Context: an optimization exercise on an open-source flow, tuned for small area and a short achievable clock period. The choices shown serve that exercise and are no tape-out recipe. At most, simulation tests tie the RTL to the original design; equivalence was not proved. No activity file was given, so power comes from the tool's default toggle rates.

==> inputs of job 6357 <==
==> flow/design.v <==
module fifo_ecc72 (
    input         clk,
    input         RST,
    input         WREN,
    input  [63:0] DIN,
    input   [7:0] DINP,
    output        FULL,
    output        PROGFULL,
    output [13:0] WRCOUNT,
    output        WRERR,
    output        WRRSTBUSY,
    input         RDEN,
    output [63:0] DOUT,
    output  [7:0] DOUTP,
    output        EMPTY,
    output        PROGEMPTY,
    output [13:0] RDCOUNT,
    output        RDERR,
    output        RDRSTBUSY,
    output        SBITERR,
    output        DBITERR
);
    function [71:0] ham(input [71:0] x);
        ham = { x[63:57], x[70], x[56:26], x[69], x[25:11], x[68],
                x[10:4], x[67], x[3:1], x[66], x[0], x[65:64], x[71] };
    endfunction
    function [71:0] unham(input [71:0] h);
        unham = { h[0], h[64], h[32], h[16], h[8], h[4], h[2], h[1],
                  h[71:65], h[63:33], h[31:17], h[15:9], h[7:5], h[3] };
    endfunction
    function [16:0] grp(input [71:0] h);
        reg [7:0] lo;
        reg [8:0] hi;
        integer   k;
        begin
            lo = 8'd0;
            hi = 9'd0;
            for (k = 0; k < 72; k = k + 1) begin
                lo[k % 8] = lo[k % 8] ^ h[k];
                hi[k / 8] = hi[k / 8] ^ h[k];
            end
            grp = { hi, lo };
        end
    endfunction
    function [73:0] ecc_dec(input [71:0] h, input [16:0] g);
        reg  [7:0] lo;
        reg  [8:0] hi;
        reg  [7:0] s;
        reg  [7:0] lsel;
        reg  [8:0] hsel;
        reg [71:0] c;
        integer    k;
        begin
            lo = g[7:0];
            hi = g[16:8];
            s[0] = lo[1] ^ lo[3] ^ lo[5] ^ lo[7];
            s[1] = lo[2] ^ lo[3] ^ lo[6] ^ lo[7];
            s[2] = lo[4] ^ lo[5] ^ lo[6] ^ lo[7];
            s[3] = hi[1] ^ hi[3] ^ hi[5] ^ hi[7];
            s[4] = hi[2] ^ hi[3] ^ hi[6] ^ hi[7];
            s[5] = hi[4] ^ hi[5] ^ hi[6] ^ hi[7];
            s[6] = hi[8];
            s[7] = ^lo;
            for (k = 0; k < 8; k = k + 1)
                lsel[k] = s[7] & (s[2:0] == k);
            for (k = 0; k < 9; k = k + 1)
                hsel[k] = (s[6:3] == k);
            for (k = 0; k < 72; k = k + 1)
                c[k] = h[k] ^ (lsel[k % 8] & hsel[k / 8]);
            ecc_dec = { ~s[7] & (|s[6:0]), s[7], unham(c) };
        end
    endfunction
    reg busy;
    always @(posedge clk) busy <= RST & ~busy;
    assign WRRSTBUSY = busy;
    assign RDRSTBUSY = busy;
    reg full, empty;
    wire w = WREN & ~full & ~busy;
    wire r = RDEN & ~empty & ~busy;
    reg  [5:0] wcnt;
    reg        w_d, r_d;
    wire [5:0] occ = wcnt + {5'd0, w_d} - {5'd0, r_d};
    wire       occ1  = (occ == 6'd1);
    wire       occ31 = (occ == 6'd31);
    reg        le1;
    reg pfull, pempty;
    always @(posedge clk) begin
        w_d    <= w;
        r_d    <= r;
        wcnt   <= busy ? 6'd0 : occ;
        pfull  <= ~busy & (occ >= 6'd24);
        pempty <= busy | (occ <= 6'd4);
        empty  <= busy | (r & ~w & occ1) | (empty & ~w);
        full   <= ~busy & ((w & ~r & occ31) | (full & ~r));
        le1    <= busy | (occ == 6'd0) | (occ1 & ~(w & ~r)) | ((occ == 6'd2) & r & ~w);
    end
    reg [30:0] wsel;
    reg [30:0] rsel;
    wire       rp_mv  = le1 ? (w & (empty | r)) : r;
    always @(posedge clk) begin
        wsel <= busy ? 31'd1 : (w ? { wsel[29:0], wsel[30] } : wsel);
        rsel <= busy ? 31'd1 : (rp_mv ? { rsel[29:0], rsel[30] } : rsel);
    end
    wire [71:0] din_h = ham({ DINP, DIN });
    wire [71:0] mq [0:30];
    reg  [71:0] m_rd;
    integer     j;
    genvar i;
    generate
        for (i = 0; i < 31; i = i + 1) begin : g_word
            reg [71:0] q;
            always @(posedge clk)
                if (wsel[i] & ~full) q <= din_h;
            assign mq[i] = q;
        end
    endgenerate
    always @* begin
        m_rd = 72'd0;
        for (j = 0; j < 31; j = j + 1)
            m_rd = m_rd | ({72{rsel[j]}} & mq[j]);
    end
    wire [71:0] h_nxt = le1 ? din_h : m_rd;
    reg  [71:0] H;
    reg  [16:0] HG;
    wire        h_en = empty | RDEN;
    always @(posedge clk)
        if (h_en) begin
            H  <= h_nxt;
            HG <= grp(h_nxt);
        end
    reg [73:0] dout;
    always @(posedge clk)
        if (busy)   dout <= 74'd0;
        else if (r) dout <= ecc_dec(H, HG);
    assign { DBITERR, SBITERR, DOUTP, DOUT } = dout;
    reg       rderr, wrerr, rden_seen;
    reg [5:0] rcnt;
    always @(posedge clk) begin
        rderr     <= RDEN & (empty | busy);
        wrerr     <= WREN & (full | busy);
        rden_seen <= ~busy & (rden_seen | RDEN);
        if (busy)           rcnt <= 6'd0;
        else if (rden_seen) rcnt <= occ;
    end
    assign FULL      = full;
    assign EMPTY     = empty;
    assign PROGFULL  = pfull;
    assign PROGEMPTY = pempty;
    assign WRERR     = wrerr;
    assign RDERR     = rderr;
    assign WRCOUNT   = { 8'd0, wcnt };
    assign RDCOUNT   = { 8'd0, rcnt };
endmodule
==> flow/run.sh <==
#!/bin/bash
# synth_recipe.tcl (not shown) runs the flow's synth.tcl, then flattens the netlist and writes it again
# the make line also repeats each setting of config.mk as NAME=value (left out here)
make -C /OpenROAD-flow-scripts/flow DESIGN_CONFIG=/design/flow/config.mk WORK_HOME=/design/flow/orfs CLKGATE_MAP_FILE= SYNTH_SCRIPT=/design/flow/synth_recipe.tcl finish
==> flow/config.mk <==
export PLATFORM = sky130hd
export DESIGN_NAME = fifo_ecc72
export DESIGN_NICKNAME = fifo_ecc72
export VERILOG_FILES = /design/flow/design.v
export SDC_FILE = /design/flow/constraint.sdc
export NUM_CORES = 4
export LEC_CHECK = 0
export ABC_CLOCK_PERIOD_IN_PS = 3000
export CAP_MARGIN = 20
export CORE_MARGIN = 2
export CORE_UTILIZATION = 65
export CTS_BUF_LIST = sky130_fd_sc_hd__clkbuf_8
export CTS_CLUSTER_DIAMETER = 50
export CTS_CLUSTER_SIZE = 12
export PLACE_DENSITY = 0.75
export SETUP_SLACK_MARGIN = 4.1
export SLEW_MARGIN = 20
==> flow/constraint.sdc <==
create_clock -name core_clock -period 7.0 [get_ports {clk}]
set_input_delay 1.4000 -clock core_clock [delete_from_list [all_inputs] [get_ports {clk}]]
set_output_delay 1.4000 -clock core_clock [all_outputs]
set_load 0.01 [all_outputs]
==> job 1496: changes against job 6357 <==
--- a/flow/design.v
+++ b/flow/design.v
@@ -94,11 +94,12 @@
         full   <= ~busy & ((w & ~r & occ31) | (full & ~r));
         le1    <= busy | (occ == 6'd0) | (occ1 & ~(w & ~r)) | ((occ == 6'd2) & r & ~w);
     end
-    reg [30:0] wsel;
+    reg [30:0] wsel, wseln;    
     reg [30:0] rsel;
     wire       rp_mv  = le1 ? (w & (empty | r)) : r;
     always @(posedge clk) begin
-        wsel <= busy ? 31'd1 : (w ? { wsel[29:0], wsel[30] } : wsel);
+        wsel  <= busy ? 31'd1 : (w ? { wsel[29:0], wsel[30] } : wsel);
+        wseln <= busy ? ~31'd1 : (w ? { wseln[29:0], wseln[30] } : wseln);
         rsel <= busy ? 31'd1 : (rp_mv ? { rsel[29:0], rsel[30] } : rsel);
     end
     wire [71:0] din_h = ham({ DINP, DIN });
@@ -109,8 +110,10 @@
     generate
         for (i = 0; i < 31; i = i + 1) begin : g_word
             reg [71:0] q;
+            wire       ld   = wsel[i] & ~full;
+            wire       hold = wseln[i] | full;
             always @(posedge clk)
-                if (wsel[i] & ~full) q <= din_h;
+                q <= ({72{ld}} & din_h) | ({72{hold}} & q);
             assign mq[i] = q;
         end
     endgenerate
CORE_UTILIZATION = 52   (was 65)
PLACE_DENSITY = 0.62   (was 0.75)
==> job 7894: changes against job 6357 <==
==> flow/design.v, changed modules only <==
module fifo_ecc72 (
    input         clk,
    input         RST,
    input         WREN,
    input  [63:0] DIN,
    input   [7:0] DINP,
    output        FULL,
    output        PROGFULL,
    output [13:0] WRCOUNT,
    output        WRERR,
    output        WRRSTBUSY,
    input         RDEN,
    output [63:0] DOUT,
    output  [7:0] DOUTP,
    output        EMPTY,
    output        PROGEMPTY,
    output [13:0] RDCOUNT,
    output        RDERR,
    output        RDRSTBUSY,
    output        SBITERR,
    output        DBITERR
);
    function [73:0] ecc_dec(input [71:0] x);
        reg [63:0] d;
        reg  [7:0] dp;
        reg  [7:0] s;
        reg [71:0] h;
        integer    k;
        begin
            d  = x[63:0];
            dp = x[71:64];
            s[0] = dp[0] ^ ^(d & 64'b1010101_1010101010101010101010101010101_101010101010101_1010101_101_1);
            s[1] = dp[1] ^ ^(d & 64'b1100110_1100110011001100110011001100110_110011001100110_1100110_110_1);
            s[2] = dp[2] ^ ^(d & 64'b1111000_1111000011110000111100001111000_111100001111000_1111000_111_0);
            s[3] = dp[3] ^ ^(d & 64'b0000000_1111111100000000111111110000000_111111110000000_1111111_000_0);
            s[4] = dp[4] ^ ^(d & 64'b0000000_1111111111111111000000000000000_111111111111111_0000000_000_0);
            s[5] = dp[5] ^ ^(d & 64'b0000000_1111111111111111111111111111111_000000000000000_0000000_000_0);
            s[6] = dp[6] ^ ^(d & 64'b1111111_0000000000000000000000000000000_000000000000000_0000000_000_0);
            s[7] = ^x;
            h = { d[63:57], dp[6], d[56:26], dp[5], d[25:11], dp[4],
                  d[10:4], dp[3], d[3:1], dp[2], d[0], dp[1:0], dp[7] };
            for (k = 0; k < 72; k = k + 1)
                h[k] = h[k] ^ (s[7] & (s[6:0] == k));
            ecc_dec = { ~s[7] & (|s[6:0]), s[7],
                        h[0], h[64], h[32], h[16], h[8], h[4], h[2], h[1],
                        h[71:65], h[63:33], h[31:17], h[15:9], h[7:5], h[3] };
        end
    endfunction
    reg busy;
    always @(posedge clk) busy <= RST & ~busy;
    assign WRRSTBUSY = busy;
    assign RDRSTBUSY = busy;
    reg full, empty;
    wire w = WREN & ~full & ~busy;
    wire r = RDEN & ~empty & ~busy;
    reg  [5:0] wcnt;
    reg        w_d, r_d;
    wire [5:0] occ = wcnt + {5'd0, w_d} - {5'd0, r_d};
    wire       occ1  = (occ == 6'd1);
    wire       occ31 = (occ == 6'd31);
    wire       le1   = empty | occ1;
    reg pfull, pempty;
    always @(posedge clk) begin
        w_d    <= w;
        r_d    <= r;
        wcnt   <= busy ? 6'd0 : occ;
        pfull  <= ~busy & (occ >= 6'd24);
        pempty <= busy | (occ <= 6'd4);
        empty  <= busy | (r & ~w & occ1) | (empty & ~w);
        full   <= ~busy & ((w & ~r & occ31) | (full & ~r));
    end
    reg  [4:0] wp, rp;
    wire [4:0] wp_inc = (wp == 5'd30) ? 5'd0 : wp + 5'd1;
    wire [4:0] rp_inc = (rp == 5'd30) ? 5'd0 : rp + 5'd1;
    wire       rp_mv  = le1 ? (w & (empty | r)) : r;
    always @(posedge clk) begin
        wp <= busy ? 5'd0 : (w ? wp_inc : wp);
        rp <= busy ? 5'd0 : (rp_mv ? rp_inc : rp);
    end
    wire [71:0] din_w = { DINP, DIN };
    wire [71:0] mq [0:30];
    reg  [71:0] h_nxt;
    integer     j;
    genvar i;
    generate
        for (i = 0; i < 31; i = i + 1) begin : g_word
            reg [71:0] q;
            always @(posedge clk)
                if (w & (wp == i)) q <= din_w;
            assign mq[i] = q;
        end
    endgenerate
    always @* begin
        h_nxt = {72{le1}} & din_w;
        for (j = 0; j < 31; j = j + 1)
            h_nxt = h_nxt | ({72{~le1 & (rp == j)}} & mq[j]);
    end
    reg [71:0] H;
    wire       h_en = empty ? WREN : RDEN;
    always @(posedge clk)
        if (h_en) H <= h_nxt;
    reg [73:0] dout;
    always @(posedge clk)
        if (busy)   dout <= 74'd0;
        else if (r) dout <= ecc_dec(H);
    assign { DBITERR, SBITERR, DOUTP, DOUT } = dout;
    reg rderr, wrerr, rden_seen, rdv;
    always @(posedge clk) begin
        rderr     <= RDEN & (empty | busy);
        wrerr     <= WREN & (full | busy);
        rden_seen <= ~busy & (rden_seen | RDEN);
        rdv       <= rden_seen;
    end
    assign FULL      = full;
    assign EMPTY     = empty;
    assign PROGFULL  = pfull;
    assign PROGEMPTY = pempty;
    assign WRERR     = wrerr;
    assign RDERR     = rderr;
    assign WRCOUNT   = { 8'd0, wcnt };
    assign RDCOUNT   = { 8'd0, wcnt & {6{rdv}} };
endmodule
ABC_CLOCK_PERIOD_IN_PS = 2800   (was 3000)
CORE_UTILIZATION = 40   (was 65)
CTS_BUF_LIST = default   (was sky130_fd_sc_hd__clkbuf_8)
CTS_CLUSTER_DIAMETER = default   (was 50)
CTS_CLUSTER_SIZE = default   (was 12)
PLACE_DENSITY = default   (was 0.75)
SETUP_SLACK_MARGIN = 4.2   (was 4.1)
==> job 8061: changes against job 6357 <==
--- a/flow/design.v
+++ b/flow/design.v
@@ -94,11 +94,12 @@
         full   <= ~busy & ((w & ~r & occ31) | (full & ~r));
         le1    <= busy | (occ == 6'd0) | (occ1 & ~(w & ~r)) | ((occ == 6'd2) & r & ~w);
     end
-    reg [30:0] wsel;
+    reg [30:0] wsel, wseln;    
     reg [30:0] rsel;
     wire       rp_mv  = le1 ? (w & (empty | r)) : r;
     always @(posedge clk) begin
-        wsel <= busy ? 31'd1 : (w ? { wsel[29:0], wsel[30] } : wsel);
+        wsel  <= busy ? 31'd1 : (w ? { wsel[29:0], wsel[30] } : wsel);
+        wseln <= busy ? ~31'd1 : (w ? { wseln[29:0], wseln[30] } : wseln);
         rsel <= busy ? 31'd1 : (rp_mv ? { rsel[29:0], rsel[30] } : rsel);
     end
     wire [71:0] din_h = ham({ DINP, DIN });
@@ -109,8 +110,10 @@
     generate
         for (i = 0; i < 31; i = i + 1) begin : g_word
             reg [71:0] q;
+            wire       ld   = wsel[i] & ~full;
+            wire       hold = wseln[i] | full;
             always @(posedge clk)
-                if (wsel[i] & ~full) q <= din_h;
+                q <= ({72{ld}} & din_h) | ({72{hold}} & q);
             assign mq[i] = q;
         end
     endgenerate
CTS_BUF_LIST = default   (was sky130_fd_sc_hd__clkbuf_8)
CTS_CLUSTER_DIAMETER = default   (was 50)
CTS_CLUSTER_SIZE = default   (was 12)
SETUP_SLACK_MARGIN = 3.9   (was 4.1)
==> results.ini <==
[power_and_ir_drop]
powerDensity_nw_per_um2 = 393.0
p_int_mw = 26.28
pg_seq_mw = 16.8
pwr-share-comb = 0.264

[setup_path]
cp.depth = 6
rrSetupSlack_ns = 3.72
cp_data_arrival_time_ns = 4.09

[synth]
syn_area_sq_um = 92080
synthCells = 8130
yosys-mux-area-fraction = 0.0004348

[floorplan]
nWellTaps = 1890

[clock_tree]
clock_latency_ns = 0.89

[routing]
viasPerCell = 8.721

[status]
status = complete, no violations

[finish]
seq_share = 0.4965
seqCellArea_sq_um = 51260

[place]
post-dp-hpwl_mm = 206.8

(the above is from job 8061)
==> results.ini <==
[synth]
synthCells = 5560
yosys-mux-area-fraction = 0.004922
syn_area_sq_um = 91770

[floorplan]
nWellTaps = 3009

[routing]
viasPerCell = 6.769

[power_and_ir_drop]
powerDensity_nw_per_um2 = 547.9
pwr-share-comb = 0.540
p_int_mw = 38.05

[setup_path]
cp_data_arrival_time_ns = 4.75
r2r_end = H[19]
rrSetupSlack_ns = 2.89
cp.depth = 19

[finish]
seq_share = 0.6117
top_register = g_word.q

[clock_tree]
clock_latency_ns = 0.92

[status]
status = complete, no violations

(the above is from job 7894)
==> results.ini <==
[synth]
synthCells = 8130

[finish]
seq_share = 0.5018
final_cell_mix = 2592 x a22o_1, 2301 x dfxtp_1, 360 x a22oi_1, 329 x a221oi_1, 264 x buf_4
seqCellArea_sq_um = 51380

[status]
status = complete, no violations

[power_and_ir_drop]
pwr-share-comb = 0.313
pg_seq_mw = 16.7
powerDensity_nw_per_um2 = 359.4
p_int_mw = 22.85

[setup_path]
cp_data_arrival_time_ns = 4.10
cp.depth = 5

[place]
post-dp-hpwl_mm = 220.0

[routing]
viasPerCell = 8.122

[global_route]
grt_max_degree = 101

(the above is from job 1496)
==> results.ini <==
[status]
status = complete, no violations

[setup_path]
cp.depth = 8
cp_data_arrival_time_ns = 3.89

[synth]
syn_area_sq_um = 91030

[clock_tree]
clock_latency_ns = 1.06

[routing]
viasPerCell = 7.961

[power_and_ir_drop]
p_int_mw = 23.74
pwr-share-comb = 0.248
pg_seq_mw = 18.2

[finish]
seqCellArea_sq_um = 73090

(the above is from job 6357)
For job 6357 and job 7894, only the layout was checked, not whether the RTL still works.

## what the ideal ports hide
How much do the figures lean on ideal ports? The routed layouts below were timed once more, with nothing changed but the port constraints.
Step 1 sets driving cells, clkbuf_16 on the clock port and buf_2 on the other inputs (assumed; they add their load-dependent delay and slew).
Step 2 adds t to the input delays and takes it off the output delays; t is the mean of the earliest and latest rising clock arrival at the registers after step 1. Input paths then give back, and output paths get back, about the clock's delay inside the block.
Three values: ideal ports, drivers, drivers and shift; two values: the first two.
run | shift t [ns] | setup slack, ns | slew at the worst register clock pin (ns)
job 6357 | 1.108 | 3.915 / 3.915 / 2.845 | 0.11 / 0.11
job 1496 | 1.148 | 3.872 / 3.832 / 3.208 | 0.09 / 0.09
job 7894 | 0.992 | 2.892 / 2.892 / 2.892 | 0.07 / 0.07
job 8061 | 0.959 | 3.723 / 3.723 / 3.021 | 0.07 / 0.07
After both steps every run listed still meets setup and hold. The setup slack of job 6357, which loses most, moves by 0.000 ns with the drivers and by -1.070 ns with both steps.
